This is an optimization exercise on Yosys and OpenROAD, whose aim is small area, a short achievable clock period and few clock cycles, not a production implementation.
RTL that was checked went through simulation tests only; none was proved equivalent to the original.
Power figures rest on the tool's default switching activity, not on a simulated workload.

## birch
// Bin2BCD
module Bin2BCD(
    input clk,
    input rst,
    input en,
    input [11:0] bin_d_in,
    output [15:0] bcd_d_out,
    output rdy
    );
Size in the first run: roughly 290 cells after synthesis, about 32 I/O pins.
clock: 3.0 ns
lec_check: 0
abc_area: 1
cap_margin: 20
core_margin: 2
core_utilization: 70
cts_buf_list: sky130_fd_sc_hd__clkbuf_4
cts_cluster_diameter: 100
cts_cluster_size: 30
place_density: 0.85
setup_slack_margin: 0.3
slew_margin: 20
synth_hierarchical: 1
synth_minimum_keep_size: 0
standard.sh (not shown) runs the stock make flow with config.mk's settings and CLKGATE_MAP_FILE= SYNTH_SCRIPT=/design/flow/synth_recipe.tcl, a recipe that flattens the netlist after the stock synthesis.
==> flow/flow/run.sh <==
#!/bin/bash
set -euo pipefail
export ABC_POST_SCRIPT=$PWD/flow/abc_post.script
[ -f flow/abc_pre.script ] && export ABC_PRE_SCRIPT=$PWD/flow/abc_pre.script
sed "s|SYNTH_SCRIPT=[^ ]*|SYNTH_SCRIPT=$PWD/flow/synth_custom.tcl|" standard.sh > standard_custom.sh
bash standard_custom.sh synth > synth.log 2>&1
export BUFFER_PORTS_ARGS="-buffer_cell sky130_fd_sc_hd__buf_1"
export DONT_USE_CELLS="sky130_fd_sc_hd__clkdlybuf4s50_1 sky130_fd_sc_hd__clkdlybuf4s50_2 sky130_fd_sc_hd__clkdlybuf4s25_1 sky130_fd_sc_hd__clkdlybuf4s25_2 sky130_fd_sc_hd__clkdlybuf4s15_1 sky130_fd_sc_hd__clkdlybuf4s15_2 sky130_fd_sc_hd__clkdlybuf4s18_1 sky130_fd_sc_hd__clkdlybuf4s18_2 sky130_fd_sc_hd__dlymetal6s2s_1 sky130_fd_sc_hd__dlymetal6s4s_1 sky130_fd_sc_hd__dlymetal6s6s_1 sky130_fd_sc_hd__dlygate4sd1_1 sky130_fd_sc_hd__dlygate4sd2_1 sky130_fd_sc_hd__dlygate4sd3_1"
bash standard.sh > layout.log 2>&1
==> flow/flow/abc_post.script <==
strash
dch
amap
topo
stime -c
buffer -c
upsize -c
dnsize -c
==> flow/flow/synth_custom.tcl <==
# The standard flow's synthesis script (synth_recipe.tcl) with one change: Yosys's abc
# pass maps each module with its own ABC script. b2b_pre (the logic before
# the register) and the top keep the ORFS script; b2b_post (the logic after
# the register, which has timing slack to spare) uses flow/abc_post.script.
proc synth {args} { yosys synth -nofsm -noshare {*}$args }
proc abc {args} {
  set i [lsearch -exact $args -script]
  foreach {sel var} {b2b_pre ABC_PRE_SCRIPT b2b_post ABC_POST_SCRIPT Bin2BCD ABC_TOP_SCRIPT} {
    set a $args
    if { [info exists ::env($var)] && $::env($var) ne "" } {
      lset a [expr {$i + 1}] $::env($var)
    }
    yosys abc {*}$a $sel
  }
}
source $::env(SCRIPTS_DIR)/synth.tcl
# left out here: clear keep_hierarchy, flatten, clean up, hide names made inside functions, write 1_2_yosys.v
> inputs changed (birch -> pine)
-- flow/flow/run.sh --
<<< birch, line 1
#!/bin/bash
set -euo pipefail
export ABC_POST_SCRIPT=$PWD/flow/abc_post.script
[ -f flow/abc_pre.script ] && export ABC_PRE_SCRIPT=$PWD/flow/abc_pre.script
sed "s|SYNTH_SCRIPT=[^ ]*|SYNTH_SCRIPT=$PWD/flow/synth_custom.tcl|" standard.sh > standard_custom.sh
>>> pine, line 1
#!/bin/bash
set -euo pipefail
[ -f flow/abc_post.script ] && export ABC_POST_SCRIPT=$PWD/flow/abc_post.script
[ -f flow/abc_pre.script ] && export ABC_PRE_SCRIPT=$PWD/flow/abc_pre.script
sed "s|SYNTH_SCRIPT=[^ ]*|SYNTH_SCRIPT=$PWD/flow/synth_custom.tcl|" standard.sh > standard_custom.sh
removed: flow/flow/abc_post.script
Findings:
- Height of the chip grows by a few percent when moving from birch to pine.
- Fraction of met3 tracks used by global routing for pine: 0.20 points up relative to birch
- pine vs birch: combinational group share of total power up
- pine -> birch: area taken by flip-flops and latches flat
- Between birch and pine, the cell count is higher for pine.
- Sort birch and pine by slack of the critical path desc -> top: pine
- Arrival time of data at the critical path endpoint (pine over birch): decrease, 0.05 ns
- Compared with birch, pine shows a design area that is about 5.5% higher.
- Compared with birch, maximum frequency in pine increased by a few percent.
No run of this note included a check of the RTL's function; only the layout flow was run.

---

== wip/ember ==
Bin2BCD, a different RTL version from the one above (not shown whole).
For scale: roughly 200 cells after synthesis, ~16 flip-flops.
==> flow/config.mk <==
export PLATFORM = sky130hd
export DESIGN_NAME = Bin2BCD
export DESIGN_NICKNAME = Bin2BCD
export VERILOG_FILES = /design/flow/design.v
export SDC_FILE = /design/flow/constraint.sdc
export NUM_CORES = 4
export LEC_CHECK = 0
export ABC_AREA = 1
export CAP_MARGIN = 20
export CORE_MARGIN = 2
export CORE_UTILIZATION = 70
export CTS_BUF_LIST = sky130_fd_sc_hd__clkbuf_4
export CTS_CLUSTER_DIAMETER = 100
export CTS_CLUSTER_SIZE = 30
export PLACE_DENSITY = 0.85
export SETUP_SLACK_MARGIN = 0.3
export SLEW_MARGIN = 20
==> flow/constraint.sdc <==
create_clock -name core_clock -period 3.0 [get_ports {clk}]
set_input_delay 0.6000 -clock core_clock [delete_from_list [all_inputs] [get_ports {clk}]]
set_output_delay 0.6000 -clock core_clock [all_outputs]
set_load 0.01 [all_outputs]
==> flow/flow/run.sh <==
#!/bin/bash
set -euo pipefail
export ABC_POST_SCRIPT=$PWD/flow/abc_post.script
[ -f flow/abc_pre.script ] && export ABC_PRE_SCRIPT=$PWD/flow/abc_pre.script
sed "s|SYNTH_SCRIPT=[^ ]*|SYNTH_SCRIPT=$PWD/flow/synth_custom.tcl|" standard.sh > standard_custom.sh
bash standard_custom.sh synth > synth.log 2>&1
export BUFFER_PORTS_ARGS="-buffer_cell sky130_fd_sc_hd__buf_1"
export DONT_USE_CELLS="sky130_fd_sc_hd__clkdlybuf4s50_1 sky130_fd_sc_hd__clkdlybuf4s50_2 sky130_fd_sc_hd__clkdlybuf4s25_1 sky130_fd_sc_hd__clkdlybuf4s25_2 sky130_fd_sc_hd__clkdlybuf4s15_1 sky130_fd_sc_hd__clkdlybuf4s15_2 sky130_fd_sc_hd__clkdlybuf4s18_1 sky130_fd_sc_hd__clkdlybuf4s18_2 sky130_fd_sc_hd__dlymetal6s2s_1 sky130_fd_sc_hd__dlymetal6s4s_1 sky130_fd_sc_hd__dlymetal6s6s_1 sky130_fd_sc_hd__dlygate4sd1_1 sky130_fd_sc_hd__dlygate4sd2_1 sky130_fd_sc_hd__dlygate4sd3_1"
bash standard.sh > layout.log 2>&1
==> flow/flow/abc_post.script <==
strash
dch
amap
topo
stime -c
buffer -c
upsize -c
dnsize -c
==> flow/flow/synth_custom.tcl <==
# The standard flow's synthesis script (synth_recipe.tcl) with one change: Yosys's abc
# pass maps the logic after the register (the generic gates in the fan-in
# cone of bcd_d_out, which have timing slack to spare) with flow/abc_post.script, and then the rest
# of the logic with the ORFS script as usual.
proc synth {args} { yosys synth -nofsm -noshare {*}$args }
proc abc {args} {
  set i [lsearch -exact $args -script]
  if { [info exists ::env(ABC_POST_SCRIPT)] && $::env(ABC_POST_SCRIPT) ne "" } {
    set a $args
    lset a [expr {$i + 1}] $::env(ABC_POST_SCRIPT)
    yosys select -set post_cone o:bcd_d_out %ci* t:\$_*_ %i
    yosys abc {*}$a @post_cone
  }
  yosys abc {*}$args
}
source $::env(SCRIPTS_DIR)/synth.tcl
# left out here: clear keep_hierarchy, flatten, clean up, hide names made inside functions, write 1_2_yosys.v
What ended wip/ember was a tool error in clock tree synthesis (4_1_cts); the run never finished.
Testbench counts of wip/ember, summed over its fixed seeds: cycles 4,096.
Changes in wip/raven relative to wip/ember:
- clearing CTS_CLUSTER_DIAMETER, which used to be 100
- clearing CTS_BUF_LIST, which used to be sky130_fd_sc_hd__clkbuf_4
- clearing CTS_CLUSTER_SIZE, which used to be 30
- swapping 70 for 40 in CORE_UTILIZATION
- clearing SETUP_SLACK_MARGIN, which used to be 0.3
- clearing PLACE_DENSITY, which used to be 0.85
==> flow/flow/run.sh <==
#!/bin/bash
set -euo pipefail
bash standard.sh synth > synth.log 2>&1
export BUFFER_PORTS_ARGS="-buffer_cell sky130_fd_sc_hd__buf_1"
export DONT_USE_CELLS="sky130_fd_sc_hd__clkdlybuf4s50_1 sky130_fd_sc_hd__clkdlybuf4s50_2 sky130_fd_sc_hd__clkdlybuf4s25_1 sky130_fd_sc_hd__clkdlybuf4s25_2 sky130_fd_sc_hd__clkdlybuf4s15_1 sky130_fd_sc_hd__clkdlybuf4s15_2 sky130_fd_sc_hd__clkdlybuf4s18_1 sky130_fd_sc_hd__clkdlybuf4s18_2 sky130_fd_sc_hd__dlymetal6s2s_1 sky130_fd_sc_hd__dlymetal6s4s_1 sky130_fd_sc_hd__dlymetal6s6s_1 sky130_fd_sc_hd__dlygate4sd1_1 sky130_fd_sc_hd__dlygate4sd2_1 sky130_fd_sc_hd__dlygate4sd3_1"
bash standard.sh > layout.log 2>&1
removed: flow/flow/abc_post.script
removed: flow/flow/synth_custom.tcl
Results
Diff wip/ember -> wip/raven: number of buffers created by CTS saw little to no change, cell count after synthesis saw an increase, area after synthesis saw an increase, sequential share of the synthesized area saw a decrease.
wip/raven vs wip/ember — number of library cell types mapped by synthesis dropped 1.
Per the final summary, wip/raven finished and its layout is clean on timing, DRC and antenna.
wip/ember did not finish; the tool stopped in clock tree synthesis (4_1_cts) with error DPL-0038.
wip/raven ended up with simple AND/OR/NAND/NOR gates as its main combinational cell family by area after synthesis; wip/ember ended up with compound AO/OA/AOI/OAI gates.
diff inputs: wip/raven => wip/maple
- CTS_CLUSTER_DIAMETER now 100, previously not set
- CTS_CLUSTER_SIZE now 30, previously not set
- PLACE_DENSITY now 0.85, previously not set
- CORE_UTILIZATION now 70, was 40
- CTS_BUF_LIST now sky130_fd_sc_hd__clkbuf_4, previously not set
- SETUP_SLACK_MARGIN now 0.3, previously not set
==> flow/flow/run.sh <==
#!/bin/bash
set -euo pipefail
export CUSTOM_ABC_SCRIPT=$PWD/flow/abc_custom.script
sed "s|SYNTH_SCRIPT=[^ ]*|SYNTH_SCRIPT=$PWD/flow/synth_custom.tcl|" standard.sh > standard_custom.sh
bash standard_custom.sh synth > synth.log 2>&1
export BUFFER_PORTS_ARGS="-buffer_cell sky130_fd_sc_hd__buf_1"
export DONT_USE_CELLS="sky130_fd_sc_hd__clkdlybuf4s50_1 sky130_fd_sc_hd__clkdlybuf4s50_2 sky130_fd_sc_hd__clkdlybuf4s25_1 sky130_fd_sc_hd__clkdlybuf4s25_2 sky130_fd_sc_hd__clkdlybuf4s15_1 sky130_fd_sc_hd__clkdlybuf4s15_2 sky130_fd_sc_hd__clkdlybuf4s18_1 sky130_fd_sc_hd__clkdlybuf4s18_2 sky130_fd_sc_hd__dlymetal6s2s_1 sky130_fd_sc_hd__dlymetal6s4s_1 sky130_fd_sc_hd__dlymetal6s6s_1 sky130_fd_sc_hd__dlygate4sd1_1 sky130_fd_sc_hd__dlygate4sd2_1 sky130_fd_sc_hd__dlygate4sd3_1"
bash standard.sh > layout.log 2>&1
==> flow/flow/abc_custom.script (new file) <==
strash
dch
amap
topo
stime -c
buffer -c
upsize -c
dnsize -c
==> flow/flow/synth_custom.tcl (new file) <==
# The standard flow's synthesis script (synth_recipe.tcl) with one change: Yosys's abc
# pass uses flow/abc_custom.script instead of the ORFS area or speed script.
proc synth {args} { yosys synth -nofsm -noshare {*}$args }
proc abc {args} {
  set i [lsearch -exact $args -script]
  if { $i >= 0 } { lset args [expr {$i + 1}] $::env(CUSTOM_ABC_SCRIPT) }
  yosys abc {*}$args
}
source $::env(SCRIPTS_DIR)/synth.tcl
# left out here: clear keep_hierarchy, flatten, clean up, hide names made inside functions, write 1_2_yosys.v
Results
wip/maple failed in clock tree synthesis (4_1_cts) with DPL-0038. The portion of the post-synthesis area used by sequential elements number comes out lower for wip/raven vs wip/maple. Compared with wip/raven, wip/maple shows a higher compound-gate portion of the synthesized area. wip/maple vs wip/raven, synthesized cell count went down by about 30%. In the flow results for wip/maple and wip/raven, the synthesized area is smaller on wip/maple.

---

Setup of run A:
Starting RTL as in the previous note.
// Bin2BCD
module Bin2BCD(
    input clk,
    input rst,
    input en,
    input [11:0] bin_d_in,
    output [15:0] bcd_d_out,
    output rdy
    );
export LEC_CHECK = 0
export ABC_AREA = 1
export CAP_MARGIN = 20
export CORE_MARGIN = 2
export CORE_UTILIZATION = 40
export CTS_BUF_LIST = sky130_fd_sc_hd__clkbuf_4
export CTS_CLUSTER_DIAMETER = 100
export CTS_CLUSTER_SIZE = 30
export SETUP_SLACK_MARGIN = 0.2
export SLEW_MARGIN = 20
create_clock -name core_clock -period 3.0 [get_ports {clk}]
==> flow/flow/run.sh <==
#!/bin/bash
set -euo pipefail
bash standard.sh synth > synth.log 2>&1
export BUFFER_PORTS_ARGS="-buffer_cell sky130_fd_sc_hd__buf_1"
export DONT_USE_CELLS="sky130_fd_sc_hd__clkdlybuf4s50_1 sky130_fd_sc_hd__clkdlybuf4s50_2 sky130_fd_sc_hd__clkdlybuf4s25_1 sky130_fd_sc_hd__clkdlybuf4s25_2 sky130_fd_sc_hd__clkdlybuf4s15_1 sky130_fd_sc_hd__clkdlybuf4s15_2 sky130_fd_sc_hd__clkdlybuf4s18_1 sky130_fd_sc_hd__clkdlybuf4s18_2 sky130_fd_sc_hd__dlymetal6s2s_1 sky130_fd_sc_hd__dlymetal6s4s_1 sky130_fd_sc_hd__dlymetal6s6s_1 sky130_fd_sc_hd__dlygate4sd1_1 sky130_fd_sc_hd__dlygate4sd2_1 sky130_fd_sc_hd__dlygate4sd3_1"
bash standard.sh > layout.log 2>&1
Testbench counts of run A, summed over its fixed seeds: cycles 4,096.
Here is what was changed in the inputs of run B compared with run A.
diff --git a/flow/flow/run.sh b/flow/flow/run.sh
--- a/flow/flow/run.sh
+++ b/flow/flow/run.sh
@@ -2,3 +2,6 @@
 set -euo pipefail
-bash standard.sh synth > synth.log 2>&1
+export ABC_POST_SCRIPT=$PWD/flow/abc_post.script
+[ -f flow/abc_pre.script ] && export ABC_PRE_SCRIPT=$PWD/flow/abc_pre.script
+sed "s|SYNTH_SCRIPT=[^ ]*|SYNTH_SCRIPT=$PWD/flow/synth_custom.tcl|" standard.sh > standard_custom.sh
+bash standard_custom.sh synth > synth.log 2>&1
 export BUFFER_PORTS_ARGS="-buffer_cell sky130_fd_sc_hd__buf_1"
==> flow/flow/abc_post.script (new file) <==
strash
dch
amap
topo
stime -c
buffer -c
upsize -c
dnsize -c
==> flow/flow/synth_custom.tcl (new file) <==
# The standard flow's synthesis script (synth_recipe.tcl) with one change: Yosys's abc
# pass maps the logic after the register (the generic gates in the fan-in
# cone of bcd_d_out, which have timing slack to spare) with flow/abc_post.script, and then the rest
# of the logic with the ORFS script as usual.
proc synth {args} { yosys synth -nofsm -noshare {*}$args }
proc abc {args} {
  set i [lsearch -exact $args -script]
  if { [info exists ::env(ABC_POST_SCRIPT)] && $::env(ABC_POST_SCRIPT) ne "" } {
    set a $args
    lset a [expr {$i + 1}] $::env(ABC_POST_SCRIPT)
    yosys select -set post_cone o:bcd_d_out {%ci*:-sky130_fd_sc_hd__edfxtp_1[D,DE,CLK]:-sky130_fd_sc_hd__dfxtp_1[D,CLK]} t:\$_*_ %i
    yosys abc {*}$a @post_cone
  }
  yosys abc {*}$args
}
source $::env(SCRIPTS_DIR)/synth.tcl
# left out here: clear keep_hierarchy, flatten, clean up, hide names made inside functions, write 1_2_yosys.v
diff --git a/flow/config.mk b/flow/config.mk
--- a/flow/config.mk
+++ b/flow/config.mk
@@ -10,3 +10,3 @@
 export CORE_MARGIN = 2
-export CORE_UTILIZATION = 40
+export CORE_UTILIZATION = 70
 export CTS_BUF_LIST = sky130_fd_sc_hd__clkbuf_4
@@ -14,3 +14,4 @@
 export CTS_CLUSTER_SIZE = 30
-export SETUP_SLACK_MARGIN = 0.2
+export PLACE_DENSITY = 0.85
+export SETUP_SLACK_MARGIN = 0.3
 export SLEW_MARGIN = 20
Findings:
In the metrics for run A and run B, the one carrying the higher maximum VDD drop is run B.
Run B has final cycle utilization of the critical path below what run A had.
Buffer levels on the longest clock path: run B vs run A identical
On net switching power figure: between run A and run B, it ends up higher for run B.
Input-level comparison between run C and run B:
diff --git a/flow/flow/run.sh b/flow/flow/run.sh
--- a/flow/flow/run.sh
+++ b/flow/flow/run.sh
@@ -2,6 +2,3 @@
 set -euo pipefail
-export ABC_POST_SCRIPT=$PWD/flow/abc_post.script
-[ -f flow/abc_pre.script ] && export ABC_PRE_SCRIPT=$PWD/flow/abc_pre.script
-sed "s|SYNTH_SCRIPT=[^ ]*|SYNTH_SCRIPT=$PWD/flow/synth_custom.tcl|" standard.sh > standard_custom.sh
-bash standard_custom.sh synth > synth.log 2>&1
+bash standard.sh synth > synth.log 2>&1
 export BUFFER_PORTS_ARGS="-buffer_cell sky130_fd_sc_hd__buf_1"
diff --git a/flow/config.mk b/flow/config.mk
--- a/flow/config.mk
+++ b/flow/config.mk
@@ -10,3 +10,3 @@
 export CORE_MARGIN = 2
-export CORE_UTILIZATION = 70
+export CORE_UTILIZATION = 40
 export CTS_BUF_LIST = sky130_fd_sc_hd__clkbuf_4
@@ -14,4 +14,3 @@
 export CTS_CLUSTER_SIZE = 30
-export PLACE_DENSITY = 0.85
-export SETUP_SLACK_MARGIN = 0.3
+export SETUP_SLACK_MARGIN = 0.45
 export SLEW_MARGIN = 20
removed: flow/flow/abc_post.script
removed: flow/flow/synth_custom.tcl
Notes after the runs:
Relative to run B, the number of multi-input combinational cells in the layout of run C is higher by about 0.46%.
In the tables for run C and run B, final cell utilization of the core reads higher with run B.
Run C leaves more setup margin than run B.
Re total number of sequential cells: no difference whatsoever between run B and run C.
What run D does differently from run C at the input level:
diff --git a/flow/config.mk b/flow/config.mk
--- a/flow/config.mk
+++ b/flow/config.mk
@@ -10,3 +10,3 @@
 export CORE_MARGIN = 2
-export CORE_UTILIZATION = 40
+export CORE_UTILIZATION = 70
 export CTS_BUF_LIST = sky130_fd_sc_hd__clkbuf_4
@@ -14,3 +14,4 @@
 export CTS_CLUSTER_SIZE = 30
-export SETUP_SLACK_MARGIN = 0.45
+export PLACE_DENSITY = 0.85
+export SETUP_SLACK_MARGIN = 0.6
 export SLEW_MARGIN = 20
Findings:
Setup slack, run C and run D: lower on run D
Compared with run C, run D shows a number of DRC markers in iteration 0 that is 191 higher.
Looking at utilization across run C and run D, the one that comes out lower is run C.
From run C to run D the numbers moved as follows: tightest hold margin now sits lower, pin count of the biggest net entering global routing about even, layout-stage area growth over the synthesis result went up by 16 points.
When the final numbers for run C and run D were put side by side, the total routed wirelength turned out to be greater in run D.
Comparing run C and run D, critical path depth is higher on run D.

re-timing with driven ports:
How much do the figures lean on ideal ports? The routed layouts below were timed once more, with nothing changed but the port constraints. Step 1 sets driving cells, clkbuf_16 on the clock port and buf_2 on the other inputs (assumed; they add their load-dependent delay and slew). Step 2 moves the port delays by t, midway between the first and last clock arrival at a register: inputs arrive t later, outputs are due t later. That takes back most of the time a late clock gives input paths. a / b / c = ideal / step 1 / step 2; a / b = the first two.
run | shift t [ns] | setup slack, ns | worst setup path at the end
birch | 0.282 | 0.518 / 0.519 / 0.237 | input to register
pine | 0.303 | 0.590 / 0.591 / 0.288 | input to register
wip/raven | 0.261 | 0.479 / 0.478 / 0.217 | input to register
run A | 0.289 | 0.564 / 0.560 / 0.271 | input to register
run B | 0.308 | 0.578 / 0.576 / 0.268 | input to register
run C | 0.290 | 0.613 / 0.611 / 0.321 | input to register
run D | 0.330 | 0.328 / 0.309 / -0.021 | input to register
Met with ideal ports but missed after step 2: setup timing in run D. For run D, which loses most, drivers alone change the setup slack by -0.019 ns; drivers and shift together by -0.349 ns.
